Source: an optimization exercise on an open RTL-to-GDS flow (aim: small area). Production flows keep margins and buffers that such runs may drop.
Function was checked by simulation only, so behaviour that the tests miss may differ from the original.
Power and IR drop assume default switching activity.

### flow/design.v
module Segway(clk,RST_n,LED,INERT_SS_n,INERT_MOSI,
              INERT_SCLK,INERT_MISO,A2D_SS_n,A2D_MOSI,A2D_SCLK,
              A2D_MISO,PWM_rev_rght,PWM_frwrd_rght,PWM_rev_lft,
              PWM_frwrd_lft,piezo_n,piezo,INT,RX);
  input clk,RST_n;
  input INERT_MISO;                      
  input A2D_MISO;                        
  input INT;                             
  input RX;                              
  output [7:0] LED;
  output A2D_SS_n, INERT_SS_n;
  output A2D_MOSI, INERT_MOSI;
  output A2D_SCLK, INERT_SCLK;
  output PWM_rev_rght, PWM_frwrd_rght;
  output PWM_rev_lft, PWM_frwrd_lft;
  output piezo_n,piezo;
  wire rst_n;
  wire [11:0] lft_ld, rght_ld;
  wire batt_low;
  wire vld, upd;
  wire [15:0] ptch;
  wire pwr_up;
  wire [11:0] ld_cell_diff;
  wire en_steer, rider_off;
  wire lft_rev, rght_rev;
  wire [10:0] lft_spd, rght_spd;
  wire ovr_spd;
  assign LED = 8'h00;
  reg [17:0] tmr;
  always @(posedge clk, negedge rst_n)
    if (!rst_n) tmr <= 18'h00000;
    else tmr <= tmr + 1'b1;
  Auth_blk Auth_block(.clk(clk), .rst_n(rst_n), .rider_off(rider_off), .pwr_up(pwr_up), .RX(RX));
  inert_intf Inertial_Interface(.clk(clk), .rst_n(rst_n), .tmr_full(&tmr[15:0]), .vld(vld), .upd(upd),
                                .ptch(ptch), .SS_n(INERT_SS_n), .SCLK(INERT_SCLK), .MOSI(INERT_MOSI),
                                .MISO(INERT_MISO), .INT(INT));
  balance_cntrl balance_control(.clk(clk), .rst_n(rst_n), .vld(vld), .upd(upd), .ptch(ptch),
                                .ld_cell_diff(ld_cell_diff), .lft_spd(lft_spd), .lft_rev(lft_rev),
                                .rght_spd(rght_spd), .rght_rev(rght_rev), .rider_off(rider_off),
                                .en_steer(en_steer), .pwr_up(pwr_up), .ovr_spd(ovr_spd));
  steer_en steer_enable(.clk(clk), .rst_n(rst_n), .lft_ld(lft_ld), .rght_ld(rght_ld),
                        .ld_cell_diff(ld_cell_diff), .en_steer(en_steer), .rider_off(rider_off));
  mtr_drv motor_drive(.clk(clk), .rst_n(rst_n), .cnt(tmr[10:0]),
                      .PWM_rev_lft(PWM_rev_lft), .PWM_frwrd_lft(PWM_frwrd_lft),
                      .PWM_rev_rght(PWM_rev_rght), .PWM_frwrd_rght(PWM_frwrd_rght),
                      .lft_spd(lft_spd), .lft_rev(lft_rev), .rght_spd(rght_spd), .rght_rev(rght_rev));
  A2D_Intf A2D_interface(.clk(clk), .rst_n(rst_n), .nxt(vld), .lft_ld(lft_ld), .rght_ld(rght_ld),
                         .batt_low(batt_low), .SS_n_A2D(A2D_SS_n), .SCLK_A2D(A2D_SCLK),
                         .MOSI_A2D(A2D_MOSI), .MISO_A2D(A2D_MISO));
  piezo pepperoni_piezo(.tmr(tmr), .norm_mode(en_steer), .ovr_spd(ovr_spd), .batt_low(batt_low),
                        .piezo(piezo), .piezo_n(piezo_n));
  rst_synch iRST(.clk(clk), .RST_n(RST_n), .rst_n(rst_n));
endmodule
module Auth_blk(clk, rst_n, rider_off, pwr_up, RX);
	input clk, rst_n;
	input RX, rider_off;
	output pwr_up;
	localparam [1:0] OFF = 2'd0, PWR1 = 2'd1, PWR2 = 2'd2;
	reg [1:0] state, nxt_state;
	reg clr_rx_rdy;
	wire rx_rdy, is_g, is_s;
	UART_rcv receiver(.clk(clk), .rst_n(rst_n), .RX(RX), .clr_rdy(clr_rx_rdy), .rdy(rx_rdy),
	                  .is_g(is_g), .is_s(is_s));
	wire go = rx_rdy & is_g;
	wire stop = rx_rdy & is_s;
	assign pwr_up = (state != OFF);
	always @(posedge clk, negedge rst_n)
		if (!rst_n) state <= OFF;
		else state <= nxt_state;
	always @* begin
		nxt_state = OFF;
		clr_rx_rdy = 1'b0;
		case (state)
			OFF: if (go) begin clr_rx_rdy = 1'b1; nxt_state = PWR1; end
			PWR1: if (stop) begin clr_rx_rdy = 1'b1; nxt_state = PWR2; end
			      else nxt_state = PWR1;
			default: if (go) begin clr_rx_rdy = 1'b1; nxt_state = PWR1; end
			         else if (rider_off) nxt_state = OFF;
			         else nxt_state = PWR2;
		endcase
	end
endmodule
module UART_rcv(clk, rst_n, RX, rdy, is_g, is_s, clr_rdy);
	input clk, rst_n;
	input RX;
	input clr_rdy;
	output reg rdy;
	output reg is_g, is_s;
	localparam [7:0] G = 8'h67, S = 8'h73;
	reg state;                   
	reg [3:0] bit_cnt;
	reg [11:0] baud_cnt;
	reg rx_ff1, rx_ff2;
	wire shift = ~|baud_cnt;
	wire start = ~state & ~rx_ff2;
	wire set_rdy = state & (bit_cnt == 4'd10);
	always @(posedge clk, negedge rst_n)
		if (!rst_n) state <= 1'b0;
		else if (start) state <= 1'b1;
		else if (set_rdy) state <= 1'b0;
	always @(posedge clk, negedge rst_n)
		if (!rst_n) bit_cnt <= 4'd0;
		else if (start) bit_cnt <= 4'd0;
		else if (shift) bit_cnt <= bit_cnt + 1'b1;
	always @(posedge clk, negedge rst_n)
		if (!rst_n) baud_cnt <= 12'd1302;
		else if (start) baud_cnt <= 12'd1302;
		else if (shift) baud_cnt <= 12'd2604;
		else if (state) baud_cnt <= baud_cnt - 1'b1;
	wire [2:0] bi = bit_cnt[2:0] - 3'd1;
	wire data_bit = shift & (bit_cnt >= 4'd1) & (bit_cnt <= 4'd8);
	always @(posedge clk)
		if (start) begin
			is_g <= 1'b1;
			is_s <= 1'b1;
		end else if (data_bit) begin
			is_g <= is_g & (rx_ff2 == G[bi]);
			is_s <= is_s & (rx_ff2 == S[bi]);
		end
	always @(posedge clk, negedge rst_n)
		if (!rst_n) rdy <= 1'b0;
		else if (start | clr_rdy) rdy <= 1'b0;
		else if (set_rdy) rdy <= 1'b1;
	always @(posedge clk, negedge rst_n)
		if (!rst_n) begin
			rx_ff1 <= 1'b1;
			rx_ff2 <= 1'b1;
		end else begin
			rx_ff1 <= RX;
			rx_ff2 <= rx_ff1;
		end
endmodule
module SPI_mstr16(clk, rst_n, wrt, SS_n, SCLK, done, smpl, k);
	input clk, rst_n;
	input wrt;
	output SS_n, SCLK;
	output reg done;
	output smpl;
	output [3:0] k;
	localparam [9:0] IDLE_D = 10'b11111_10111;
	reg busy;
	reg [9:0] d;
	wire last = (d == 10'b01111_11111);
	assign smpl = busy & (d[9] ? (d[4:0] == 5'b11111)
	                           : ((d[4:0] == 5'b01111) & (|d[8:5])));
	assign k = d[9] ? 4'h0 : d[8:5];
	assign SCLK = d[4];
	assign SS_n = ~busy;
	always @(posedge clk)
		if (busy & ~last) d <= d + 1'b1;
		else d <= IDLE_D;
	always @(posedge clk, negedge rst_n)
		if (!rst_n) busy <= 1'b0;
		else if (busy) busy <= ~last;
		else busy <= wrt;
	always @(posedge clk, negedge rst_n)
		if (!rst_n) done <= 1'b0;
		else if (~busy & wrt) done <= 1'b0;
		else if (busy & last) done <= 1'b1;
endmodule
module inertial_integrator(clk, rst_n, upd, ptch_rt, AZ, ptch);
	input clk, rst_n;
	input upd;
	input signed [15:0] ptch_rt;
	input signed [15:0] AZ;
	output signed [15:0] ptch;
	reg signed [26:0] ptch_int;
	wire signed [15:0] AZ_comp = AZ + 16'sh0180;                  
	wire signed [25:0] prod = AZ_comp * $signed(11'sh147);
	wire signed [12:0] ptch_acc = prod[25:13];
	wire fus = ptch_acc > ptch;
	wire signed [15:0] ptch_rt_comp = ptch_rt - 16'sh03C2;
	assign ptch = ptch_int[26:11];
	always @(posedge clk, negedge rst_n)
		if (!rst_n) ptch_int <= 27'sd0;
		else if (upd) ptch_int <= ptch_int - {{11{ptch_rt_comp[15]}}, ptch_rt_comp} +
		                          (fus ? 27'sd1024 : -27'sd1024);
endmodule
module inert_intf(clk, rst_n, tmr_full, vld, upd, ptch, SS_n, SCLK, MOSI, MISO, INT);
	input clk, rst_n;
	input tmr_full;              
	input INT;
	input MISO;
	output vld;                  
	output upd;                  
	output [15:0] ptch;
	output SS_n, SCLK, MOSI;
	localparam [3:0] INIT1 = 4'd0, INIT2 = 4'd1, INIT3 = 4'd2, INIT4 = 4'd3,
	                 WAIT  = 4'd4, READ1 = 4'd5, READ2 = 4'd6, READ3 = 4'd7,
	                 READ4 = 4'd8, ASRT_VLD = 4'd9, VLD2 = 4'd10;
	reg [3:0] state, nxt_state;
	reg wrt;
	reg INT_meta1, INT_meta2;
	reg [3:0] ic;                
	reg [31:0] chain;
	reg [15:0] cmd;
	wire done, smpl;
	wire [3:0] k;
	SPI_mstr16 spi(.clk(clk), .rst_n(rst_n), .wrt(wrt), .SS_n(SS_n), .SCLK(SCLK),
	               .done(done), .smpl(smpl), .k(k));
	inertial_integrator intgr(.clk(clk), .rst_n(rst_n), .upd(upd),
	                          .ptch_rt({chain[23:16], chain[31:24]}),
	                          .AZ({chain[7:0], chain[15:8]}), .ptch(ptch));
	always @(posedge clk, negedge rst_n)
		if (!rst_n) begin
			INT_meta1 <= 1'b0;
			INT_meta2 <= 1'b0;
		end else begin
			INT_meta1 <= INT;
			INT_meta2 <= INT_meta1;
		end
	always @(posedge clk)
		if (smpl & k[3]) chain <= {chain[30:0], MISO};
	always @(posedge clk)
		if (SS_n & wrt) ic <= state;
	always @* begin
		case (ic)
			INIT1: cmd = 16'h0D02;
			INIT2: cmd = 16'h1053;
			INIT3: cmd = 16'h1150;
			INIT4: cmd = 16'h1460;
			WAIT, VLD2: cmd = 16'hA200;
			READ1: cmd = 16'hA300;
			READ2: cmd = 16'hAC00;
			READ3: cmd = 16'hAD00;
			default: cmd = 16'h0000;
		endcase
	end
	assign MOSI = cmd[~k];
	always @(posedge clk, negedge rst_n)
		if (!rst_n) state <= INIT1;
		else state <= nxt_state;
	assign vld = (state == ASRT_VLD);
	assign upd = (state == VLD2);
	always @* begin
		nxt_state = state;
		wrt = 1'b0;
		case (state)
			INIT1: if (tmr_full) begin nxt_state = INIT2; wrt = 1'b1; end
			INIT2: if (done) begin nxt_state = INIT3; wrt = 1'b1; end
			INIT3: if (done) begin nxt_state = INIT4; wrt = 1'b1; end
			INIT4: if (done) begin nxt_state = WAIT; wrt = 1'b1; end
			WAIT, VLD2: begin
				nxt_state = WAIT;
				if (INT_meta2) begin nxt_state = READ1; wrt = 1'b1; end
			end
			READ1: if (done) begin nxt_state = READ2; wrt = 1'b1; end
			READ2: if (done) begin nxt_state = READ3; wrt = 1'b1; end
			READ3: if (done) begin nxt_state = READ4; wrt = 1'b1; end
			READ4: if (done) begin nxt_state = ASRT_VLD; wrt = 1'b1; end
			ASRT_VLD: nxt_state = VLD2;
			default: nxt_state = WAIT;
		endcase
	end
endmodule
module balance_cntrl(clk, rst_n, vld, upd, ptch, ld_cell_diff, lft_spd, lft_rev,
                     rght_spd, rght_rev, rider_off, en_steer, pwr_up, ovr_spd);
	input clk, rst_n;
	input vld;                        
	input upd;                        
	input [15:0] ptch;
	input [11:0] ld_cell_diff;
	input rider_off, en_steer, pwr_up;
	output [10:0] lft_spd, rght_spd;
	output lft_rev, rght_rev;
	output ovr_spd;
	reg signed [17:0] integrator;
	reg [9:0] err1, err2;             
	reg [10:0] lft_mag, rght_mag;
	reg lft_sgn, rght_sgn;
	wire [9:0] err = ptch[15] ? (&ptch[14:9] ? ptch[9:0] : 10'h200)
	                          : (|ptch[14:9] ? 10'h1FF : ptch[9:0]);
	wire [17:0] nxt_integrator = integrator + {{8{err[9]}}, err};
	wire overflow = (integrator[17] == err[9]) & (nxt_integrator[17] != err[9]);
	always @(posedge clk, negedge rst_n)
		if (!rst_n) integrator <= 18'h00000;
		else if (~pwr_up | rider_off) integrator <= 18'h00000;
		else if (vld & ~overflow) integrator <= nxt_integrator;
	always @(posedge clk, negedge rst_n)
		if (!rst_n) begin
			err1 <= 10'h000;
			err2 <= 10'h000;
		end else if (upd) begin
			err1 <= err;
			err2 <= err1;
		end
	wire [9:0] d_diff = err - err2;
	wire [6:0] d_sat = d_diff[9] ? (&d_diff[8:6] ? d_diff[6:0] : 7'h40)
	                             : (|d_diff[8:6] ? 7'h3F : d_diff[6:0]);
	wire [15:0] P = {{6{err[9]}}, err} * 16'd14;
	wire [15:0] D = {{9{d_sat[6]}}, d_sat} * 16'd20;
	wire [15:0] PID = P + D + integrator[17:2];
	wire [15:0] ldd = {{7{ld_cell_diff[11]}}, ld_cell_diff[11:3]};
	wire [15:0] stv = en_steer ? (PID[15] ? ldd : -ldd) : 16'h0000;
	wire [15:0] lft_torque = PID + stv;
	wire [15:0] rght_torque = PID - stv;
	wire [10:0] lft_mag_n, rght_mag_n;
	wire lft_sgn_n, rght_sgn_n;
	shape shl(.t(lft_torque), .mag(lft_mag_n), .sgn(lft_sgn_n));
	shape shr(.t(rght_torque), .mag(rght_mag_n), .sgn(rght_sgn_n));
	always @(posedge clk, negedge rst_n)
		if (!rst_n) begin
			lft_mag <= 11'h000;
			lft_sgn <= 1'b0;
			rght_mag <= 11'h000;
			rght_sgn <= 1'b0;
		end else begin
			lft_mag <= lft_mag_n;
			lft_sgn <= lft_sgn_n;
			rght_mag <= rght_mag_n;
			rght_sgn <= rght_sgn_n;
		end
	assign lft_rev = lft_sgn;
	assign rght_rev = rght_sgn;
	assign lft_spd = pwr_up ? lft_mag : 11'h000;
	assign rght_spd = pwr_up ? rght_mag : 11'h000;
	assign ovr_spd = (lft_spd[10] & lft_spd[9] & |lft_spd[8:0]) |
	                 (rght_spd[10] & rght_spd[9] & |rght_spd[8:0]);
endmodule
module shape(t, mag, sgn);
	input [15:0] t;
	output [10:0] mag;
	output sgn;
	wire neg = t[15];
	wire [14:0] u = t[14:0] ^ {15{neg}};      
	wire sml = neg ? (u < 15'd69) : (u < 15'd70);
	wire big = neg ? (u >= 15'd1067) : (u >= 15'd1068);
	wire wrap = (u >= 15'd31788);              
	wire [6:0] a7 = u[6:0] + neg;              
	wire [10:0] m_small = {a7, 4'b0000} - {4'b0000, a7};
	wire [10:0] m_band = u[10:0] + 11'd980 + neg;
	assign mag = sml ? m_small : (big ? 11'h7FF : m_band);
	assign sgn = neg ^ (~sml & wrap);
endmodule
module steer_en(clk, rst_n, lft_ld, rght_ld, ld_cell_diff, en_steer, rider_off);
	input clk, rst_n;
	input [11:0] lft_ld, rght_ld;
	output [11:0] ld_cell_diff;
	output reg en_steer;
	output rider_off;
	localparam [1:0] IDLE = 2'd0, WAIT = 2'd1, STEER_EN = 2'd2;
	reg [1:0] state, nxt_state;
	reg [14:0] waitTimer;        
	reg clr_tmr;
	wire [11:0] sum = lft_ld + rght_ld;
	assign ld_cell_diff = lft_ld - rght_ld;
	wire [11:0] diff_abs = ld_cell_diff[11] ? -ld_cell_diff : ld_cell_diff;
	wire sum_gt_min = sum[11] | sum[10] | sum[9];
	assign rider_off = ~sum_gt_min;
	wire diff_gt_fourth = ~sum[11] & (diff_abs > {3'b000, sum[10:2]});
	wire [10:0] sum15 = {sum[10:4], 4'b0000} - {4'b0000, sum[10:4]};
	wire diff_gt_15_16 = ~sum[11] & (diff_abs > {1'b0, sum15});
	wire tmr_full = &waitTimer;
	always @(posedge clk)
		if (clr_tmr) waitTimer <= 15'h0000;
		else waitTimer <= waitTimer + 1'b1;
	always @(posedge clk, negedge rst_n)
		if (!rst_n) state <= IDLE;
		else state <= nxt_state;
	always @* begin
		nxt_state = IDLE;
		clr_tmr = 1'b0;
		en_steer = 1'b0;
		case (state)
			IDLE: if (sum_gt_min) begin nxt_state = WAIT; clr_tmr = 1'b1; end
			WAIT: begin
				if (~sum_gt_min) nxt_state = IDLE;
				else if (diff_gt_fourth) begin nxt_state = WAIT; clr_tmr = 1'b1; end
				else if (tmr_full) begin nxt_state = STEER_EN; en_steer = 1'b1; end
				else nxt_state = WAIT;
			end
			default: begin
				if (~sum_gt_min) nxt_state = IDLE;
				else if (diff_gt_15_16) begin nxt_state = WAIT; clr_tmr = 1'b1; end
				else begin nxt_state = STEER_EN; en_steer = 1'b1; end
			end
		endcase
	end
endmodule
module PWM11(PWM_sig, clk, rst_n, cnt, duty);
	input clk, rst_n;
	input [10:0] cnt;
	input [10:0] duty;
	output reg PWM_sig;
	always @(posedge clk, negedge rst_n)
		if (!rst_n)
			PWM_sig <= 1'b0;
		else if (cnt >= duty)
			PWM_sig <= 1'b0;
		else if (cnt == 11'h000)
			PWM_sig <= 1'b1;
endmodule
module mtr_drv(PWM_rev_lft, PWM_frwrd_lft, PWM_rev_rght, PWM_frwrd_rght,
               clk, rst_n, cnt, lft_spd, lft_rev, rght_spd, rght_rev);
	output PWM_rev_lft, PWM_frwrd_lft, PWM_rev_rght, PWM_frwrd_rght;
	input clk, rst_n;
	input [10:0] cnt;
	input lft_rev, rght_rev;
	input [10:0] lft_spd, rght_spd;
	wire lftMotor, rghtMotor;
	PWM11 lftPWM(.PWM_sig(lftMotor), .clk(clk), .rst_n(rst_n), .cnt(cnt), .duty(lft_spd));
	PWM11 rghtPWM(.PWM_sig(rghtMotor), .clk(clk), .rst_n(rst_n), .cnt(cnt), .duty(rght_spd));
	assign PWM_rev_lft    = lftMotor & lft_rev;
	assign PWM_frwrd_lft  = lftMotor & ~lft_rev;
	assign PWM_rev_rght   = rghtMotor & rght_rev;
	assign PWM_frwrd_rght = rghtMotor & ~rght_rev;
endmodule
module A2D_Intf(clk, rst_n, nxt, lft_ld, rght_ld, batt_low, SS_n_A2D, SCLK_A2D, MOSI_A2D, MISO_A2D);
	input clk, rst_n;
	input nxt;
	output reg [11:0] lft_ld, rght_ld;
	output batt_low;
	input MISO_A2D;
	output SS_n_A2D, SCLK_A2D, MOSI_A2D;
	localparam [1:0] IDLE = 2'd0, SPI_1 = 2'd1, WAIT = 2'd2, SPI_2 = 2'd3;
	reg [1:0] state, nxt_state;
	reg [1:0] rr;
	reg wrt, update;
	reg [11:0] rx;
	reg batt11;
	wire done, smpl;
	wire [3:0] k;
	SPI_mstr16 spi(.clk(clk), .rst_n(rst_n), .wrt(wrt), .SS_n(SS_n_A2D), .SCLK(SCLK_A2D),
	               .done(done), .smpl(smpl), .k(k));
	assign MOSI_A2D = ((k == 4'd2) & (rr != 2'd0)) | ((k == 4'd4) & (rr == 2'd2));
	always @(posedge clk)
		if (smpl) rx <= {rx[10:0], MISO_A2D};
	always @(posedge clk, negedge rst_n)
		if (!rst_n) rr <= 2'd0;
		else if (update) rr <= rr[1] ? 2'd0 : rr + 1'b1;
	always @(posedge clk, negedge rst_n)
		if (!rst_n) lft_ld <= 12'h000;
		else if (update & (rr == 2'd0)) lft_ld <= rx;
	always @(posedge clk, negedge rst_n)
		if (!rst_n) rght_ld <= 12'h000;
		else if (update & (rr == 2'd1)) rght_ld <= rx;
	always @(posedge clk, negedge rst_n)
		if (!rst_n) batt11 <= 1'b0;
		else if (update & (rr == 2'd2)) batt11 <= rx[11];
	assign batt_low = ~batt11;
	always @(posedge clk, negedge rst_n)
		if (!rst_n) state <= IDLE;
		else state <= nxt_state;
	always @* begin
		nxt_state = IDLE;
		wrt = 1'b0;
		update = 1'b0;
		case (state)
			IDLE: if (nxt) begin wrt = 1'b1; nxt_state = SPI_1; end
			SPI_1: nxt_state = done ? WAIT : SPI_1;
			WAIT: begin wrt = 1'b1; nxt_state = SPI_2; end
			default: if (done) update = 1'b1; else nxt_state = SPI_2;
		endcase
	end
endmodule
module piezo(tmr, norm_mode, ovr_spd, batt_low, piezo, piezo_n);
	input [17:0] tmr;
	input norm_mode, ovr_spd, batt_low;
	output piezo, piezo_n;
	wire norm_tone_dur = tmr[17] & tmr[16];
	assign piezo = ovr_spd ? (tmr[6] & (batt_low ? tmr[15] : tmr[16])) :
	               batt_low ? (tmr[7] & norm_tone_dur) :
	               norm_mode & tmr[8] & norm_tone_dur;
	assign piezo_n = ~piezo;
endmodule
module rst_synch(RST_n, clk, rst_n);
	input RST_n, clk;
	output rst_n;
	reg reg1, rst_n;
	always @(negedge clk, negedge RST_n) begin
		if (!RST_n) begin
			reg1 <= 0;
			rst_n <= 0;
		end
		else begin
			reg1 <= 1'b1;
			rst_n <= reg1;
		end
	end
endmodule
### flow/run.sh
#!/bin/bash
# synth_recipe.tcl (not shown) runs the flow's synth.tcl, then flattens the netlist and writes it again
# the make line also repeats each setting of config.mk as NAME=value (left out here)
make -C /OpenROAD-flow-scripts/flow DESIGN_CONFIG=/design/flow/config.mk WORK_HOME=/design/flow/orfs CLKGATE_MAP_FILE= SYNTH_SCRIPT=/design/flow/synth_recipe.tcl finish
### flow/config.mk
export PLATFORM = sky130hd
export DESIGN_NAME = Segway
export DESIGN_NICKNAME = Segway
export VERILOG_FILES = /design/flow/design.v
export SDC_FILE = /design/flow/constraint.sdc
export NUM_CORES = 4
export LEC_CHECK = 0
export CAP_MARGIN = 20
export CORE_MARGIN = 2
export CORE_UTILIZATION = 40
export PLACE_DENSITY = 0.6
export SLEW_MARGIN = 20
### flow/constraint.sdc
create_clock -name core_clock -period 20.0 [get_ports {clk}]
set_input_delay 4.0000 -clock core_clock [delete_from_list [all_inputs] [get_ports {clk}]]
set_output_delay 4.0000 -clock core_clock [all_outputs]
set_load 0.01 [all_outputs]
==> results.txt, run 1 <==
outcome complete, no violations; wire per inst 15.8 um; GR Util met1 23.9%; Net Sw Power 288 uW; Initial Utilization 40.2%; number of DRC markers in iteration 0 1476; initial antenna violation count 0; worst hold path class flip-flop to flip-flop; final slew viol count 0; fraction of synthesis flops using an asynchronous set or reset pin 64.7%; maxcap violations 0; Mapped Cells 2954; core area 64100 sq um; IO buf count 17; drt pass-1 iters 5; Post-Route Skew 0.0134 ns; CTS tree built; Yosys cell types 104; Die X 258 um; clock buffer depth 3; Max IR drop VDD 0.0455 mV; RSZ-0062 raised after global routing false; DR vias 20600; critical path class flip-flop to flip-flop; EDFF count, synth 48; Final setup viols 0; clock power share 50.4%; worst relative slew slack 30.5%; Worst EP required 20.42 ns; fin crit period 14.81 ns; Setup crit start kind flip-flop; Seq pwr share 45.6%; worst slew pin tran 1.04 ns; clk root buf clkbuf_16; Overall Global Routing Usage 18.0%; die height 258 um; Setup Buffers After CTS 0; CP Capture Type flip-flop; die area 66500 sq um; number of remaining DRC errors 0; post-detail-place hpwl 47.6 mm; Mapped Area 25800 sq um; Layout area overhead 8.71%; synth warn 11; fmax 67.5 MHz; vias in the first global route 20400; top cells by area, synth dfrtp_1, ha_1, xnor2_1, fa_1, edfxtp_1; CP Max Fanout 13; Post-synth top flop dfrtp_1; GR Layer Usage met3 1.92%; crit-path max cell delay 0.77 ns; CTS sink count 269; Switching Share 22.5%; pwr dens 45.7 nW/um^2; combinational share of power 4.0%; synth cell count leaders ha_1, inv_1, nor2_1, nand2_1, xnor2_1; Seq/Total Area, Yosys 26.2%; first-pass GRT wire length 101 mm; WL final 60.5 mm; leakage power 12.5 nW; largest net degree at the start of global routing 173; TNS Setup 0 ns; area leader, netlist dfrtp_1; CTS-repair resized insts 0; # nets final 3358; crit path max-delay cell type o31ai_1; top-count cell post-synth ha_1; WHS 0.314 ns; post-route clock period utilization 74.1%; most used routing layer met2; Cell Rows 93; CTS buffer count 34; Worst-Skew Late Latency 0.55 ns; Clk pin slew, worst setup/hold paths 0.05 ns; Seq cells post-synth 269; IO Count 26; Int Power 993 uW; Vias per Instance 5.39; fill count 6191; met2 GRT Util 31.0%; post-route antenna net violation count 0; Critical Path AT 15.23 ns; routability-driven placement congestion ratio 0.935; post-synth top area share 16.0%; Hold Buf Count CTS 0; share of cells above drive strength 1 5.80%; GRT overflow 0; Post-Syn Area per Cell 8.72 sq um; CTS H-Tree Depth 2; CP dominant cell by count ha_1; Final Hold Viols 0
## cell type report
cell class | instances | area, sq um | share of cell area [%]
sequential | 269 | 6750 | 24.1
tap | 855 | 1070 | 3.82
inverter | 321 | 1200 | 4.30
antenna | 1 | 2.50 | 0.00893
clock buffer | 49 | 987 | 3.52
timing repair buffer | 34 | 315 | 1.13
multi-input combinational | 2283 | 17500 | 62.5
clock inverter | 12 | 195 | 0.697
## metrics by stage
stage / total power, mW / util [%] / instance area, sq um / setup slack (ns) / instances
final: 1.28 / 43.7 / 28000 / 5.19 / 3824
after global routing: 1.33 / 43.7 / 28000 / 3.73 / 3823
after global placement: 0.643 / 41.8 / 26800 / 5.76 / 3761
after floorplan: 0.635 / - / 25800 / 4.73 / 2961
after CTS: 1.30 / 43.7 / 28000 / 5.26 / 3822
after detailed placement: 0.646 / 41.8 / 26800 / 5.32 / 3761
## critical path: cells and delay by family, from the launching register on
family	cells	cell delay, ns
buffers and inverters	6	0.99
DFF	1	0.39
AOI/OAI and AO/OA	13	4.03
adders and majority gates	10	3.52
muxes	2	0.49
and+or+nand+nor	21	3.43
xor gates and xnor gates	6	1.82
## sequential cells by signal, summed over array words and instances (netlist names), 4 cells and up
| register | cells |
|---|---|
| A2D_interface.spi.d | 10 |
| Inertial_Interface.cmd | 10 |
| balance_control.err2 | 10 |
| Auth_block.receiver.bit_cnt | 4 |
| balance_control.err1 | 10 |
| Auth_block.receiver.baud_cnt | 12 |
| Inertial_Interface.chain | 32 |
| Inertial_Interface.ic | 4 |
| A2D_interface.lft_ld | 12 |
| balance_control.lft_mag | 11 |
| Inertial_Interface.state | 4 |
| A2D_interface.rx | 12 |
| tmr | 18 |
| balance_control.integrator | 18 |
| balance_control.rght_mag | 11 |
| Inertial_Interface.intgr.ptch_int | 27 |
| A2D_interface.rght_ld | 12 |
| steer_enable.waitTimer | 15 |
| Inertial_Interface.spi.d | 10 |
## path summary, 6_finish.rpt
kind / startpoint / end / slack, ns / depth (start not counted)
worst min register to register: iRST.reg1 / iRST.rst_n / 0.31 / 0
worst min-delay path: iRST.reg1 / iRST.rst_n / 0.31 / 0
max in group asynchronous: RST_n / iRST.rst_n / 6.34 / 1
worst max register to register: Inertial_Interface.intgr.ptch_int[23] / balance_control.rght_mag[9] / 5.19 / 58
min in group asynchronous: iRST.rst_n / Auth_block.receiver.bit_cnt[0] / 10.55 / 1
worst max-delay path: Inertial_Interface.intgr.ptch_int[23] / balance_control.rght_mag[9] / 5.19 / 58
## placed cells by master, fill, tap and decap left out, types with 47 or more instances in the layout
master and count:
inv_1 317, nand3_1 63, nand2_1 220, nor2_1 242, a21oi_1 176, dfxtp_1 47
fa_1 84, xor2_1 77, nor3_1 63, edfxtp_1 48, dfrtp_1 165, ha_1 325
xnor2_1 207, a21o_1 48, o21ai_0 173
## cells by family after synthesis
kind of cell / Yosys count / share of synthesized area [%]
buffers and inverters: 409 / 6.15
multiplexers: 65 / 2.77
other: 2 / 0.0291
AO/OA/AOI/OAI: 661 / 16.5
flip-flops: 269 / 26.2
XOR/XNOR: 291 / 10.2
adder cells (fa/ha/maj): 411 / 22.4
AND/OR/NAND/NOR: 846 / 15.8
## per-layer routing
metal / vias up / routed length (um) / part of all wire (%)
met4: 0 / 1470 / 2.4
met3: 89 / 2000 / 3.3
met1: 9936 / 28200 / 47
met2: 384 / 28800 / 48
met5: - / 0 / 0
li1: 10200 / - / -
## power by group through the flow
stage	clock [mW]	combinational (mW)	sequential, mW
after floorplan	0	0.0387	0.596
after global placement	0	0.0498	0.594
after detailed placement	0	0.0517	0.594
after CTS	0.666	0.0520	0.584
after global routing	0.689	0.0572	0.586
final	0.646	0.0511	0.584
==> run 2: changes to the inputs <==
--- a/flow/design.v
+++ b/flow/design.v
@@ -51,6 +51,32 @@
                         .piezo(piezo), .piezo_n(piezo_n));
   rst_synch iRST(.clk(clk), .RST_n(RST_n), .rst_n(rst_n));
 endmodule
+module rca #(parameter W = 8) (a, b, ci, s, co);
+  input [W-1:0] a, b;
+  input ci;
+  output [W-1:0] s;
+  output co;
+  wire [W:0] c;
+  assign c[0] = ci;
+  genvar i;
+  generate for (i = 0; i < W; i = i + 1) begin : g
+    assign s[i] = a[i] ^ b[i] ^ c[i];
+    assign c[i+1] = (a[i] & b[i]) | (c[i] & (a[i] ^ b[i]));
+  end endgenerate
+  assign co = c[W];
+endmodule
+module cch #(parameter W = 8) (a, b, ci, co);
+  input [W-1:0] a, b;
+  input ci;
+  output co;
+  wire [W:0] c;
+  assign c[0] = ci;
+  genvar i;
+  generate for (i = 0; i < W; i = i + 1) begin : g
+    assign c[i+1] = (a[i] & b[i]) | (c[i] & (a[i] | b[i]));
+  end endgenerate
+  assign co = c[W];
+endmodule
 module Auth_blk(clk, rst_n, rider_off, pwr_up, RX);
 	input clk, rst_n;
 	input RX, rider_off;
@@ -161,20 +187,39 @@
 module inertial_integrator(clk, rst_n, upd, ptch_rt, AZ, ptch);
 	input clk, rst_n;
 	input upd;
-	input signed [15:0] ptch_rt;
-	input signed [15:0] AZ;
-	output signed [15:0] ptch;
-	reg signed [26:0] ptch_int;
-	wire signed [15:0] AZ_comp = AZ + 16'sh0180;                  
-	wire signed [25:0] prod = AZ_comp * $signed(11'sh147);
-	wire signed [12:0] ptch_acc = prod[25:13];
-	wire fus = ptch_acc > ptch;
-	wire signed [15:0] ptch_rt_comp = ptch_rt - 16'sh03C2;
+	input [15:0] ptch_rt;
+	input [15:0] AZ;
+	output [15:0] ptch;
+	reg [26:0] ptch_int;
 	assign ptch = ptch_int[26:11];
+	wire [8:0] ah; wire x0;
+	rca #(9) u0(.a(AZ[15:7]), .b(9'h003), .ci(1'b0), .s(ah), .co(x0));
+	wire [15:0] a = {ah, AZ[6:0]};
+	wire [16:0] f5h; wire f5c;
+	rca #(17) u1(.a({{3{a[15]}}, a[15:2]}), .b({a[15], a}), .ci(1'b0), .s(f5h), .co(f5c));
+	wire [18:0] f5 = {f5h, a[1:0]};
+	wire [18:0] a19 = {{3{a[15]}}, a};
+	wire [18:0] f7; wire x2;
+	rca #(19) u2(.a({a, 3'b000}), .b(~a19), .ci(1'b1), .s(f7), .co(x2));
+	wire [19:0] mh_a = {f5[18], f5};                  
+	wire [19:0] mh_b = {{7{f7[18]}}, f7[18:6]};
+	wire c13;
+	cch #(7) u3(.a(mh_a[6:0]), .b(mh_b[6:0]), .ci(1'b0), .co(c13));
+	wire [12:0] acc; wire x3;
+	rca #(13) u4(.a(mh_a[19:7]), .b(mh_b[19:7]), .ci(c13), .s(acc), .co(x3));
+	wire [15:0] nptch = ~ptch;
+	wire cf;
+	cch #(16) u5(.a({{3{acc[12]}}, acc}), .b(nptch), .ci(1'b0), .co(cf));
+	wire fus = ~(acc[12] ^ nptch[15] ^ cf);
+	wire [15:0] rc; wire x5;
+	rca #(16) u6(.a(ptch_rt), .b(16'hFC3E), .ci(1'b0), .s(rc), .co(x5));
+	wire [26:0] n; wire x6;
+	rca #(27) u7(.a(ptch_int), .b(~{{11{rc[15]}}, rc}), .ci(1'b1), .s(n), .co(x6));
+	wire [16:0] nh; wire x7;
+	rca #(17) u8(.a(n[26:10]), .b({17{~fus}}), .ci(fus), .s(nh), .co(x7));
 	always @(posedge clk, negedge rst_n)
-		if (!rst_n) ptch_int <= 27'sd0;
-		else if (upd) ptch_int <= ptch_int - {{11{ptch_rt_comp[15]}}, ptch_rt_comp} +
-		                          (fus ? 27'sd1024 : -27'sd1024);
+		if (!rst_n) ptch_int <= 27'd0;
+		else if (upd) ptch_int <= {nh, n[9:0]};
 endmodule
 module inert_intf(clk, rst_n, tmr_full, vld, upd, ptch, SS_n, SCLK, MOSI, MISO, INT);
 	input clk, rst_n;
@@ -264,13 +309,15 @@
 	output [10:0] lft_spd, rght_spd;
 	output lft_rev, rght_rev;
 	output ovr_spd;
-	reg signed [17:0] integrator;
+	reg [17:0] integrator;
 	reg [9:0] err1, err2;             
 	reg [10:0] lft_mag, rght_mag;
 	reg lft_sgn, rght_sgn;
 	wire [9:0] err = ptch[15] ? (&ptch[14:9] ? ptch[9:0] : 10'h200)
 	                          : (|ptch[14:9] ? 10'h1FF : ptch[9:0]);
-	wire [17:0] nxt_integrator = integrator + {{8{err[9]}}, err};
+	wire [17:0] nxt_integrator;
+	wire ci0;
+	rca #(18) a_int(.a(integrator), .b({{8{err[9]}}, err}), .ci(1'b0), .s(nxt_integrator), .co(ci0));
 	wire overflow = (integrator[17] == err[9]) & (nxt_integrator[17] != err[9]);
 	always @(posedge clk, negedge rst_n)
 		if (!rst_n) integrator <= 18'h00000;
@@ -284,20 +331,10 @@
 			err1 <= err;
 			err2 <= err1;
 		end
-	wire [9:0] d_diff = err - err2;
-	wire [6:0] d_sat = d_diff[9] ? (&d_diff[8:6] ? d_diff[6:0] : 7'h40)
-	                             : (|d_diff[8:6] ? 7'h3F : d_diff[6:0]);
-	wire [15:0] P = {{6{err[9]}}, err} * 16'd14;
-	wire [15:0] D = {{9{d_sat[6]}}, d_sat} * 16'd20;
-	wire [15:0] PID = P + D + integrator[17:2];
-	wire [15:0] ldd = {{7{ld_cell_diff[11]}}, ld_cell_diff[11:3]};
-	wire [15:0] stv = en_steer ? (PID[15] ? ldd : -ldd) : 16'h0000;
-	wire [15:0] lft_torque = PID + stv;
-	wire [15:0] rght_torque = PID - stv;
 	wire [10:0] lft_mag_n, rght_mag_n;
 	wire lft_sgn_n, rght_sgn_n;
-	shape shl(.t(lft_torque), .mag(lft_mag_n), .sgn(lft_sgn_n));
-	shape shr(.t(rght_torque), .mag(rght_mag_n), .sgn(rght_sgn_n));
+	bal_dp dp(.err(err), .err2(err2), .ih(integrator[17:2]), .ld_cell_diff(ld_cell_diff), .en_steer(en_steer),
+	          .lft_mag(lft_mag_n), .lft_sgn(lft_sgn_n), .rght_mag(rght_mag_n), .rght_sgn(rght_sgn_n));
 	always @(posedge clk, negedge rst_n)
 		if (!rst_n) begin
 			lft_mag <= 11'h000;
@@ -317,18 +354,65 @@
 	assign ovr_spd = (lft_spd[10] & lft_spd[9] & |lft_spd[8:0]) |
 	                 (rght_spd[10] & rght_spd[9] & |rght_spd[8:0]);
 endmodule
+module bal_dp(err, err2, ih, ld_cell_diff, en_steer, lft_mag, lft_sgn, rght_mag, rght_sgn);
+	input [9:0] err, err2;
+	input [15:0] ih;                  
+	input [11:0] ld_cell_diff;
+	input en_steer;
+	output [10:0] lft_mag, rght_mag;
+	output lft_sgn, rght_sgn;
+	wire [9:0] d_diff;
+	wire ci1;
+	rca #(10) a_dd(.a(err), .b(~err2), .ci(1'b1), .s(d_diff), .co(ci1));
+	wire [6:0] q = d_diff[9] ? (&d_diff[8:6] ? d_diff[6:0] : 7'h40)
+	                         : (|d_diff[8:6] ? 7'h3F : d_diff[6:0]);
+	wire [12:0] e13 = {{3{err[9]}}, err};
+	wire [12:0] e7;                   
+	wire ci2;
+	rca #(13) a_e7(.a({err, 3'b000}), .b(~e13), .ci(1'b1), .s(e7), .co(ci2));
+	wire [7:0] q5h;                   
+	wire ci3;
+	rca #(8) a_q5(.a({q[6], q}), .b({{3{q[6]}}, q[6:2]}), .ci(1'b0), .s(q5h), .co(ci3));
+	wire [9:0] q5 = {q5h, q[1:0]};
+	wire [12:0] xh;                   
+	wire ci4;
+	rca #(13) a_x(.a({e7[12], e7[12:1]}), .b({{3{q5[9]}}, q5}), .ci(1'b0), .s(xh), .co(ci4));
+	wire [13:0] x = {xh, e7[0]};
+	wire [14:0] pid_h;
+	wire ci5;
+	rca #(15) a_pid(.a({x[13], x}), .b(ih[15:1]), .ci(1'b0), .s(pid_h), .co(ci5));
+	wire [15:0] PID = {pid_h, ih[0]};
+	wire [15:0] ldd = {{7{ld_cell_diff[11]}}, ld_cell_diff[11:3]} & {16{en_steer}};
+	wire inv_l = en_steer & ~PID[15];
+	wire inv_r = en_steer & PID[15];
+	wire [15:0] lft_torque, rght_torque;
+	wire ci6, ci7;
+	rca #(16) a_l(.a(PID), .b(ldd ^ {16{inv_l}}), .ci(inv_l), .s(lft_torque), .co(ci6));
+	rca #(16) a_r(.a(PID), .b(ldd ^ {16{inv_r}}), .ci(inv_r), .s(rght_torque), .co(ci7));
+	shape shl(.t(lft_torque), .mag(lft_mag), .sgn(lft_sgn));
+	shape shr(.t(rght_torque), .mag(rght_mag), .sgn(rght_sgn));
+endmodule
 module shape(t, mag, sgn);
 	input [15:0] t;
 	output [10:0] mag;
 	output sgn;
 	wire neg = t[15];
 	wire [14:0] u = t[14:0] ^ {15{neg}};      
-	wire sml = neg ? (u < 15'd69) : (u < 15'd70);
-	wire big = neg ? (u >= 15'd1067) : (u >= 15'd1068);
+	wire [10:0] m_band;
+	wire cb;
+	rca #(11) a_b(.a(u[10:0]), .b(11'd980), .ci(neg), .s(m_band), .co(cb));
+	wire big = cb | (|u[14:11]);
+	wire sml = ~(|u[14:7]) & (neg ? (u[6:0] < 7'd69) : (u[6:0] < 7'd70));
 	wire wrap = (u >= 15'd31788);              
-	wire [6:0] a7 = u[6:0] + neg;              
-	wire [10:0] m_small = {a7, 4'b0000} - {4'b0000, a7};
-	wire [10:0] m_band = u[10:0] + 11'd980 + neg;
+	wire [6:0] a7;                             
+	wire ca;
+	rca #(7) a_a(.a(u[6:0]), .b(7'd0), .ci(neg), .s(a7), .co(ca));
+	wire [6:0] m_sh;                           
+	wire [3:0] m_sl = 4'd0 - a7[3:0];
+	wire bsl = |a7[3:0];                       
+	wire cs;
+	rca #(7) a_s(.a(a7), .b(~{4'b0000, a7[6:4]}), .ci(~bsl), .s(m_sh), .co(cs));
+	wire [10:0] m_small = {m_sh, m_sl};
 	assign mag = sml ? m_small : (big ? 11'h7FF : m_band);
 	assign sgn = neg ^ (~sml & wrap);
 endmodule
==> run 2 against run 1 <==
Still clean. Maximum frequency decreased by 22%. Sequential power about the same. Sequential share of layout area increased by 6.1 points. Non-clock buffer count increased by 7. Via count decreased by 34%. Critical path type unchanged. Critical endpoint is now balance_control.rght_mag[10].
==> results.txt, run 2 <==
CP Max Fanout 15; post-route antenna net violation count 0; number of DRC markers in iteration 0 637; IO buf count 17; Worst-Skew Late Latency 0.56 ns; die height 229 um; WL final 39.0 mm; routability-driven placement congestion ratio 0.828; synth warn 11; leakage power 10.1 nW; share of cells above drive strength 1 7.46%; DR vias 13500; CP Capture Type flip-flop; top cells by area, synth dfrtp_1, fa_1, ha_1, edfxtp_1, inv_1; critical path class flip-flop to flip-flop; fraction of synthesis flops using an asynchronous set or reset pin 64.7%; critical path startpoint Inertial_Interface.intgr.ptch_int[26]; Worst EP required 20.42 ns; worst hold path class flip-flop to flip-flop; fin crit period 19.00 ns; first-pass GRT wire length 67.8 mm; drt pass-1 iters 6; top-count cell post-synth inv_1; core area 50000 sq um; cell family with most CP delay adder cells; Cell Rows 82; commonest non-fill, non-tap cell in the layout inv_1; pwr dens 55.6 nW/um^2; fill count 4719; Die X 229 um; Post-Syn Area per Cell 10.1 sq um; Final Hold Viols 0; Layout area overhead 10.7%; FF/Latch Area 6750 sq um; WHS 0.301 ns; CP dominant cell by count fa_1; post-synth top area share 20.4%; # nets final 2363; footprint of the multi-input gates 12300 sq um; Mapped Cells 2003; CTS buffer count 34; Initial Utilization 40.4%; maxcap violations 0; number of remaining DRC errors 0; Final setup viols 0; Post-synth top flop dfrtp_1; IO Count 26; Hold Buf Count CTS 0; Vias per Instance 4.98; post-route clock period utilization 95.0%; Top reg by flops Inertial_Interface.chain; crit path max-delay cell type fa_1; hold wc startpoint iRST.reg1; max reg flops 32; clk root buf clkbuf_16; worst slew pin tran 1.04 ns; synth cell count leaders inv_1, nand2_1, fa_1, dfrtp_1, ha_1; EDFF count, synth 48; ant diodes 0; Pwr Total 1.24 mW; fmax 52.6 MHz; clock buffer depth 3; most frequent cells in the layout inv_1, nand2_1, fa_1; TNS Setup 0 ns; Mapped Area 20200 sq um; CTS H-Tree Depth 2; register-to-register setup slack 1.0 ns; Clk pin slew, worst setup/hold paths 0.05 ns; Overall Global Routing Usage 15.4%; Post-Route Skew 0.0338 ns; worst path bufs/invs 14; crit-path max cell delay 0.47 ns; Max IR drop VDD 0.0631 mV; final slew viol count 0; CTS sink count 269; wire per inst 14.3 um; Yosys cell types 93; vias in the first global route 14000; Largest regs Inertial_Interface.chain (32), Inertial_Interface.intgr.ptch_int (27); worst reg2reg path startpoint Inertial_Interface.intgr.ptch_int[26]; worst relative slew slack 30.5%; outcome complete, no violations; Seq/Total Area, Yosys 33.4%; Seq cells post-synth 269; initial antenna violation count 0; die area 52300 sq um; largest net degree at the start of global routing 166; Critical Path AT 19.43 ns; post-detail-place hpwl 29.4 mm; CTS tree built; area leader, netlist dfrtp_1; GRT overflow 0; Setup crit start kind flip-flop
run 2: cell count changes after synthesis, moves of 21 or more:
cell | previous run | this run
nand2_1 | 220 | 197
nor3_1 | 63 | 30
o21bai_1 | 26 | 5
xor2_1 | 78 | 47
inv_1 | 317 | 271
nor2_1 | 244 | 124
a21oi_1 | 176 | 80
xnor2_1 | 207 | 88
clkbuf_1 | 65 | 36
o21ai_0 | 173 | 85
fa_1 | 84 | 175
a21o_1 | 48 | 13
ha_1 | 325 | 158
run 2: worst paths after layout:
path                                                         endpoint  cells past startpoint
worst max-delay path                     balance_control.rght_mag[10]                     72
worst min-delay path                                       iRST.rst_n                      0
worst max register to register           balance_control.rght_mag[10]                     72
worst min register to register                             iRST.rst_n                      0
max in group asynchronous                                   iRST.reg1                      1
min in group asynchronous       Inertial_Interface.intgr.ptch_int[22]                      0
run 2: layer usage:
metal  vias to the layer above  GRT usage (%)  routed length (um)
met1                      6694           20.4               18300
li1                       6676              -                   -
met3                        45           2.51                1020
met2                       131           26.3               19000
met5                         -              0                   0
met4                         0           4.04                 624
run 2: stage by stage:
| stage | cell area [sq um] | setup WS (ns) | utilization [%] | instances |
|---|---|---|---|---|
| floorplan | 20200 | 0.325 | - | 2010 |
| global placement | 21100 | 0.276 | 42.2 | 2649 |
| detailed placement | 21100 | -0.125 | 42.2 | 2649 |
| CTS | 22200 | 0.0908 | 44.4 | 2711 |
| global route | 22400 | -0.0376 | 44.8 | 2722 |
| finish | 22400 | 0.996 | 44.8 | 2722 |
run 2: report_power, final:
| part | total [mW] | switching [mW] | internal, mW |
|---|---|---|---|
| logic | 0.0520 | 0.0299 | 0.0221 |
| clock network | 0.607 | 0.250 | 0.357 |
| registers | 0.585 | 0.0132 | 0.571 |
| total | 1.24 | 0.293 | 0.951 |
run 2: cell type report:
class                   instances  area share (%)
inverters                     272            4.56
well taps                     672            3.76
repair buffers                 41            1.62
flip-flops and latches        269            30.2
multi-input cells            1406            55.0
clock inverters                10           0.571
clock buffers                  52            4.38
run 2: cell families (layout without fill, tap and decap cells):
family | count (synthesis) | after routing | share of synthesized area [%]
AO/OA/AOI/OAI | 300 | 300 | 9.46
XOR/XNOR | 139 | 139 | 6.31
adder cells (fa/ha/maj) | 343 | 343 | 27.6
buffers and inverters | 335 | 375 | 6.60
flip-flops | 269 | 269 | 33.4
multiplexers | 63 | 63 | 3.51
other | 2 | 9 | 0.0372
AND/OR/NAND/NOR | 552 | 552 | 13.1
run 2: what timing repair did:
| item | CTS | global route |
|---|---|---|
| pin swaps | 0 | 5 |
| gates resized for setup | 1 | 13 |
| endpoints found under the hold margin | 0 | 0 |
| setup buffers | 0 | 11 |
| endpoints found under the setup margin | 17 | 22 |
==> run 3: changes to the inputs <==
--- a/flow/design.v
+++ b/flow/design.v
@@ -124,17 +124,15 @@
 		if (!rst_n) state <= 1'b0;
 		else if (start) state <= 1'b1;
 		else if (set_rdy) state <= 1'b0;
-	always @(posedge clk, negedge rst_n)
-		if (!rst_n) bit_cnt <= 4'd0;
-		else if (start) bit_cnt <= 4'd0;
+	always @(posedge clk)
+		if (~state) bit_cnt <= 4'd0;
 		else if (shift) bit_cnt <= bit_cnt + 1'b1;
-	always @(posedge clk, negedge rst_n)
-		if (!rst_n) baud_cnt <= 12'd1302;
-		else if (start) baud_cnt <= 12'd1302;
+	always @(posedge clk)
+		if (~state) baud_cnt <= 12'd1302;        
 		else if (shift) baud_cnt <= 12'd2604;
-		else if (state) baud_cnt <= baud_cnt - 1'b1;
+		else baud_cnt <= baud_cnt - 1'b1;
 	wire [2:0] bi = bit_cnt[2:0] - 3'd1;
-	wire data_bit = shift & (bit_cnt >= 4'd1) & (bit_cnt <= 4'd8);
+	wire data_bit = state & shift & (bit_cnt >= 4'd1) & (bit_cnt <= 4'd8);
 	always @(posedge clk)
 		if (start) begin
 			is_g <= 1'b1;
@@ -246,14 +244,10 @@
 	inertial_integrator intgr(.clk(clk), .rst_n(rst_n), .upd(upd),
 	                          .ptch_rt({chain[23:16], chain[31:24]}),
 	                          .AZ({chain[7:0], chain[15:8]}), .ptch(ptch));
-	always @(posedge clk, negedge rst_n)
-		if (!rst_n) begin
-			INT_meta1 <= 1'b0;
-			INT_meta2 <= 1'b0;
-		end else begin
-			INT_meta1 <= INT;
-			INT_meta2 <= INT_meta1;
-		end
+	always @(posedge clk) begin
+		INT_meta1 <= INT;
+		INT_meta2 <= INT_meta1;
+	end
 	always @(posedge clk)
 		if (smpl & k[3]) chain <= {chain[30:0], MISO};
 	always @(posedge clk)
@@ -319,9 +313,8 @@
 	wire ci0;
 	rca #(18) a_int(.a(integrator), .b({{8{err[9]}}, err}), .ci(1'b0), .s(nxt_integrator), .co(ci0));
 	wire overflow = (integrator[17] == err[9]) & (nxt_integrator[17] != err[9]);
-	always @(posedge clk, negedge rst_n)
-		if (!rst_n) integrator <= 18'h00000;
-		else if (~pwr_up | rider_off) integrator <= 18'h00000;
+	always @(posedge clk)
+		if (~pwr_up | rider_off) integrator <= 18'h00000;
 		else if (vld & ~overflow) integrator <= nxt_integrator;
 	always @(posedge clk, negedge rst_n)
 		if (!rst_n) begin
@@ -335,18 +328,12 @@
 	wire lft_sgn_n, rght_sgn_n;
 	bal_dp dp(.err(err), .err2(err2), .ih(integrator[17:2]), .ld_cell_diff(ld_cell_diff), .en_steer(en_steer),
 	          .lft_mag(lft_mag_n), .lft_sgn(lft_sgn_n), .rght_mag(rght_mag_n), .rght_sgn(rght_sgn_n));
-	always @(posedge clk, negedge rst_n)
-		if (!rst_n) begin
-			lft_mag <= 11'h000;
-			lft_sgn <= 1'b0;
-			rght_mag <= 11'h000;
-			rght_sgn <= 1'b0;
-		end else begin
-			lft_mag <= lft_mag_n;
-			lft_sgn <= lft_sgn_n;
-			rght_mag <= rght_mag_n;
-			rght_sgn <= rght_sgn_n;
-		end
+	always @(posedge clk) begin
+		lft_mag <= lft_mag_n;
+		lft_sgn <= lft_sgn_n;
+		rght_mag <= rght_mag_n;
+		rght_sgn <= rght_sgn_n;
+	end
 	assign lft_rev = lft_sgn;
 	assign rght_rev = rght_sgn;
 	assign lft_spd = pwr_up ? lft_mag : 11'h000;
@@ -426,14 +413,25 @@
 	reg [1:0] state, nxt_state;
 	reg [14:0] waitTimer;        
 	reg clr_tmr;
-	wire [11:0] sum = lft_ld + rght_ld;
-	assign ld_cell_diff = lft_ld - rght_ld;
-	wire [11:0] diff_abs = ld_cell_diff[11] ? -ld_cell_diff : ld_cell_diff;
+	wire [11:0] sum;
+	wire c0, c1;
+	rca #(12) a_s(.a(lft_ld), .b(rght_ld), .ci(1'b0), .s(sum), .co(c0));
+	rca #(12) a_d(.a(lft_ld), .b(~rght_ld), .ci(1'b1), .s(ld_cell_diff), .co(c1));
+	wire neg = ld_cell_diff[11];
+	wire [11:0] u = ld_cell_diff ^ {12{neg}};
 	wire sum_gt_min = sum[11] | sum[10] | sum[9];
 	assign rider_off = ~sum_gt_min;
-	wire diff_gt_fourth = ~sum[11] & (diff_abs > {3'b000, sum[10:2]});
-	wire [10:0] sum15 = {sum[10:4], 4'b0000} - {4'b0000, sum[10:4]};
-	wire diff_gt_15_16 = ~sum[11] & (diff_abs > {1'b0, sum15});
+	wire gt4;
+	cch #(12) c_4(.a(u), .b({3'b111, ~sum[10:2]}), .ci(neg), .co(gt4));
+	wire diff_gt_fourth = ~sum[11] & gt4;
+	wire [6:0] s4 = sum[10:4];
+	wire [3:0] m_l = 4'd0 - s4[3:0];
+	wire [6:0] m_h;
+	wire c2;
+	rca #(7) a_m(.a(s4), .b(~{4'b0000, s4[6:4]}), .ci(~|s4[3:0]), .s(m_h), .co(c2));
+	wire gt15;
+	cch #(12) c_15(.a(u), .b(~{1'b0, m_h, m_l}), .ci(neg), .co(gt15));
+	wire diff_gt_15_16 = ~sum[11] & gt15;
 	wire tmr_full = &waitTimer;
 	always @(posedge clk)
 		if (clr_tmr) waitTimer <= 15'h0000;
@@ -466,10 +464,8 @@
 	input [10:0] cnt;
 	input [10:0] duty;
 	output reg PWM_sig;
-	always @(posedge clk, negedge rst_n)
-		if (!rst_n)
-			PWM_sig <= 1'b0;
-		else if (cnt >= duty)
+	always @(posedge clk)
+		if (cnt >= duty)
 			PWM_sig <= 1'b0;
 		else if (cnt == 11'h000)
 			PWM_sig <= 1'b1;
--- a/flow/config.mk
+++ b/flow/config.mk
@@ -8,5 +8,8 @@
 export CAP_MARGIN = 20
 export CORE_MARGIN = 2
 export CORE_UTILIZATION = 40
+export CTS_BUF_LIST = sky130_fd_sc_hd__clkbuf_8
+export CTS_CLUSTER_DIAMETER = 60
+export CTS_CLUSTER_SIZE = 20
 export PLACE_DENSITY = 0.6
 export SLEW_MARGIN = 20
==> run 3 against run 2 <==
Non-clock buffer count is 2 lower. First-iteration DRC count is 21% higher. Sequential share of layout area is 0.70 points higher. Sequential power is 2% lower. Final area is 6.9% lower. Register-to-register slack worse by 0.03 ns. Critical path depth is 1 higher. Synthesized area is 5.5% lower. Largest cell class unchanged. Largest power group is now sequential cells. Highest routed layer unchanged.
==> results.txt, run 3 <==
outcome complete, no violations; EDFF count, synth 48; Overall Global Routing Usage 15.0%; fraction of synthesis flops using an asynchronous set or reset pin 41.6%; Mapped Area 19100 sq um; Post-Syn Area per Cell 10.2 sq um; Seq/Total Area, Yosys 33.7%; number of DRC markers in iteration 0 770; CTS H-Tree Depth 1; Final setup viols 0; max reg flops 32; first-pass GRT wire length 62.4 mm; initial antenna violation count 0; WL final 36.2 mm; worst relative slew slack 31.7%; worst hold path class flip-flop to flip-flop; CP dominant cell by count fa_1; Final Hold Viols 0; cell area after layout 20800 sq um; area leader, netlist fa_1; # nets final 2208; DR vias 12500; core area 47400 sq um; most frequent cells in the layout inv_1, fa_1, nand2_1; IO Count 26; number of remaining DRC errors 0; Clk pin slew, worst setup/hold paths 0.10 ns; post-route clock period utilization 95.2%; post-synth top area share 20.6%; crit path max-delay cell type fa_1; fmax 52.5 MHz; Initial Utilization 40.2%; Worst-Skew Late Latency 0.64 ns; clock buffer depth 3; CP Capture Type flip-flop; die area 49500 sq um; Cell Rows 80; critical path class flip-flop to flip-flop; Worst EP required 20.49 ns; Setup crit start kind flip-flop; IO buf count 17; CTS sink count 269; largest net degree at the start of global routing 58; Layout area overhead 9.19%; Post-synth top flop dfxtp_1; post-detail-place hpwl 27.7 mm; Pwr Total 1.04 mW; Critical Path AT 19.52 ns; fin crit period 19.04 ns; crit-path max cell delay 0.48 ns; synth cell count leaders inv_1, fa_1, nand2_1, ha_1, dfxtp_1; CP Max Fanout 7; Yosys cell types 93; placed instance area 20000 sq um; TNS Setup 0 ns; worst slew pin tran 1.02 ns; CTS tree built; Largest regs Inertial_Interface.chain (32), Inertial_Interface.intgr.ptch_int (27); vias in the first global route 12900; Seq cells post-synth 269; maxcap violations 0; Hold Buf Count CTS 0; top cells by area, synth fa_1, dfrtp_1, dfxtp_1, ha_1, edfxtp_1; ant diodes 0; die height 222 um; commonest non-fill, non-tap cell in the layout inv_1; Top reg by flops Inertial_Interface.chain; Post-Route Skew 0.0561 ns; routability-driven placement congestion ratio 0.827; drt pass-1 iters 5; synth warn 11; Vias per Instance 4.96; GRT overflow 0; Die X 222 um; top-count cell post-synth inv_1; final slew viol count 0; CTS buffer count 28; wire per inst 14.3 um; clk root buf clkbuf_8; share of cells above drive strength 1 8.06%; Mapped Cells 1865; post-route antenna net violation count 0; leakage power 8.92 nW; Max IR drop VDD 0.0551 mV; pwr dens 50.0 nW/um^2
-- run 3: timing repair --
action | in CTS | in global routing
endpoints found under the hold margin | 0 | 0
gates resized for setup | 0 | 21
setup endpoints to repair | 0 | 22
buffers inserted | 0 | 4
-- run 3: metal layers --
metal  vias to the layer above  track usage [%]  part of all wire (%)
li1                       6150                -                     -
met1                      6213             19.4                    45
met2                       121             26.9                    50
met3                        51             1.98                   2.4
met4                         0             3.44                   2.4
met5                         -                0                     0
-- run 3: critical path, delay by kind of cell, from the launching register on --
family                     cells  cell delay, ns
xor gates and xnor gates       7            1.12
DFF                            1            0.42
and+or+nand+nor                5            0.59
AOI/OAI and AO/OA              4            0.88
adders and majority gates     45           14.80
buffers and inverters         12            1.08
-- run 3: cells by family (layout without fill, tap and decap cells) --
family / Yosys count / after routing / synth area share (%)
AO/OA/AOI/OAI: 258 / 258 / 8.67
XOR/XNOR: 130 / 130 / 6.65
adder cells (fa/ha/maj): 332 / 332 / 29.2
buffers and inverters: 347 / 384 / 7.17
flip-flops: 269 / 269 / 33.7
multiplexers: 34 / 34 / 1.95
other: 2 / 9 / 0.0394
AND/OR/NAND/NOR: 493 / 494 / 12.6
-- run 3: where the power goes --
part | total [mW] | internal (mW) | switching (mW)
Clock | 0.436 | 0.187 | 0.250
Sequential | 0.576 | 0.565 | 0.0110
Combinational | 0.0308 | 0.0150 | 0.0158
Total | 1.04 | 0.766 | 0.276
-- run 3: area by class of cell --
type	instances	area (sq um)
Sequential cell	269	6430
Timing Repair Buffer	39	335
Clock inverter	23	333
Clock buffer	29	399
Fill cell	4448	26600
Inverter	293	1100
Tap cell	615	769
Multi-Input combinational cell	1257	11500
-- run 3: path summary, 6_finish.rpt --
kind | from | endpoint | slack, ns | cells after the start
worst max register to register | Inertial_Interface.intgr.ptch_int[25] | balance_control.lft_mag[10] | 0.96 | 73
min in group asynchronous | iRST.rst_n | Inertial_Interface.spi.busy | 10.39 | 1
worst max-delay path | Inertial_Interface.intgr.ptch_int[25] | balance_control.lft_mag[10] | 0.96 | 73
worst min register to register | iRST.reg1 | iRST.rst_n | 0.30 | 0
max in group asynchronous | RST_n | iRST.rst_n | 6.39 | 1
worst min-delay path | iRST.reg1 | iRST.rst_n | 0.30 | 0
-- run 3: metrics by stage --
stage	util [%]	worst slack [ns]	hold WS [ns]	instances
2_1_floorplan	-	0.240	0.292	1872
3_3_place_gp	42.1	0.510	0.295	2468
3_5_place_dp	42.1	0.102	0.298	2468
4_1_cts	43.6	0.0595	0.300	2520
5_1_grt	43.9	-0.0313	0.303	2525
6_report	43.9	0.962	0.297	2525
==> run 4: changes to the inputs <==
--- a/flow/config.mk
+++ b/flow/config.mk
@@ -8,8 +8,5 @@
 export CAP_MARGIN = 20
 export CORE_MARGIN = 2
 export CORE_UTILIZATION = 40
-export CTS_BUF_LIST = sky130_fd_sc_hd__clkbuf_8
-export CTS_CLUSTER_DIAMETER = 60
-export CTS_CLUSTER_SIZE = 20
 export PLACE_DENSITY = 0.6
 export SLEW_MARGIN = 20
==> run 4 against run 3 <==
Still clean. Cell count up 0.12%. Utilization up 0.62 points. Maximum frequency about the same. Register-to-register slack about the same. Critical path depth unchanged. Clock skew down 0.042 ns. Via count up 0.16%. Setup slack better by 0.0054 ns. Sequential cell count unchanged. Highest routed layer unchanged.
==> results.txt, run 4 <==
fin crit period 19.03 ns; Final Hold Viols 0; post-route clock period utilization 95.2%; top cells by area, synth fa_1, dfrtp_1, dfxtp_1, ha_1, edfxtp_1; Seq/Total Area, Yosys 33.7%; synth warn 11; CTS buffer count 30; pwr dens 55.8 nW/um^2; fmax 52.5 MHz; Initial Utilization 40.2%; Worst EP required 20.43 ns; cell area after layout 21100 sq um; post-detail-place hpwl 27.7 mm; Vias per Instance 4.97; maxcap violations 0; Max IR drop VDD 0.0626 mV; cell family with most CP delay adder cells; wire per inst 14.4 um; WL final 36.4 mm; post-route antenna net violation count 0; most frequent cells in the layout inv_1, fa_1, nand2_1; CP dominant cell by count fa_1; worst path bufs/invs 12; largest net degree at the start of global routing 58; worst hold path class flip-flop to flip-flop; Post-synth top flop dfxtp_1; Pwr Total 1.18 mW; Largest regs Inertial_Interface.chain (32), Inertial_Interface.intgr.ptch_int (27); clock buffer depth 3; GRT overflow 0; Core Util, Final 44.5%; Setup crit start kind flip-flop; crit-path max cell delay 0.48 ns; worst slew pin tran 0.841 ns; IO Count 26; EDFF count, synth 48; area leader, netlist fa_1; Hold Buf Count CTS 0; commonest non-fill, non-tap cell in the layout inv_1; CTS sink count 269; crit path max-delay cell type fa_1; outcome complete, no violations; Seq cells post-synth 269; Cell Rows 80; core area 47400 sq um; CP Max Fanout 7; vias in the first global route 13000; Mapped Area 19100 sq um; CTS H-Tree Depth 1; Final setup viols 0; fill count 4434; post-synth top area share 20.6%; synth cell count leaders inv_1, fa_1, nand2_1, ha_1, dfxtp_1; Top reg by flops Inertial_Interface.chain; FF/Latch Area 6430 sq um; # nets final 2210; top-count cell post-synth inv_1; Worst-Skew Late Latency 0.57 ns; worst relative slew slack 43.7%; routability-driven placement congestion ratio 0.827; Mapped Cells 1865; leakage power 9.07 nW; initial antenna violation count 0; Die X 222 um; CP Capture Type flip-flop; Clk pin slew, worst setup/hold paths 0.06 ns; fraction of synthesis flops using an asynchronous set or reset pin 41.6%; number of remaining DRC errors 0; critical path class flip-flop to flip-flop; Yosys cell types 93; max reg flops 32; die height 222 um; Post-Route Skew 0.0138 ns; Post-Syn Area per Cell 10.2 sq um; drt pass-1 iters 5; Layout area overhead 10.7%; Critical Path AT 19.46 ns; first-pass GRT wire length 62.8 mm; clk root buf clkbuf_16; CTS tree built; die area 49500 sq um; footprint of the multi-input gates 11500 sq um; Overall Global Routing Usage 15.1%; share of cells above drive strength 1 7.95%; number of DRC markers in iteration 0 723; placed instance area 20000 sq um; final slew viol count 0; DR vias 12600; IO buf count 17; ant diodes 0
## run 4: per-layer routing
layer | track usage, % | wire, um | share of wire (%) | up-vias
li1 | - | - | - | 6155
met1 | 19.5 | 16300 | 45 | 6212
met2 | 27.3 | 18300 | 50 | 144
met3 | 1.89 | 956 | 2.6 | 44
met4 | 3.25 | 794 | 2.2 | 0
met5 | 0 | 0 | 0 | -
## run 4: worst register-to-register path, delay by kind of cell, from the launching register on
family / cells / cell delay [ns]
AO/OA/AOI/OAI: 4 / 0.90
buffers and inverters: 12 / 1.09
AND/OR/NAND/NOR: 5 / 0.59
XOR/XNOR: 7 / 1.12
adder cells (fa/ha/maj): 45 / 14.79
flip-flops: 1 / 0.40
## run 4: final timing paths
| check | startpoint | endpoint | slack (ns) | cells past startpoint |
|---|---|---|---|---|
| worst max-delay path | Inertial_Interface.intgr.ptch_int[25] | balance_control.lft_mag[10] | 0.97 | 73 |
| worst min-delay path | iRST.reg1 | iRST.rst_n | 0.30 | 0 |
| worst max register to register | Inertial_Interface.intgr.ptch_int[25] | balance_control.lft_mag[10] | 0.97 | 73 |
| worst min register to register | iRST.reg1 | iRST.rst_n | 0.30 | 0 |
| max in group asynchronous | RST_n | iRST.rst_n | 6.34 | 1 |
| min in group asynchronous | iRST.rst_n | Inertial_Interface.spi.busy | 10.44 | 1 |
## run 4: report_power, final
group	total, mW	switching, mW	leakage [nW]	internal, mW
clock	0.571	0.228	0.517	0.343
sequential	0.577	0.0110	2.76	0.566
combinational	0.0309	0.0159	5.79	0.0151
## run 4: repair_timing
item	4_1_cts	5_1_grt
resized for setup	0	20
endpoints found under the setup margin	0	22
buffers inserted	0	3
## run 4: per-stage QoR
stage,TNS (ns),setup slack (ns),hold WS [ns],cells
final,0,0.967,0.296,2528
after global routing,-0.0193,-0.00796,0.301,2528
after CTS,0,0.0483,0.298,2523
after detailed placement,0,0.102,0.298,2468
after global placement,0,0.510,0.295,2468
after floorplan,0,0.240,0.292,1872
## run 4: cell families after synthesis
logic type | share of synthesized area (%)
XOR/XNOR | 6.65
AND/OR/NAND/NOR | 12.6
other | 0.0394
flip-flops | 33.7
adder cells (fa/ha/maj) | 29.2
AO/OA/AOI/OAI | 8.67
multiplexers | 1.95
buffers and inverters | 7.17
## run 4: layout make-up
type,count,share of cell area [%]
tap,615,3.64
clock inverter,12,0.580
sequential,269,30.4
clock buffer,43,4.32
inverter,293,5.21
multi-input combinational,1257,54.2
timing repair buffer,39,1.59
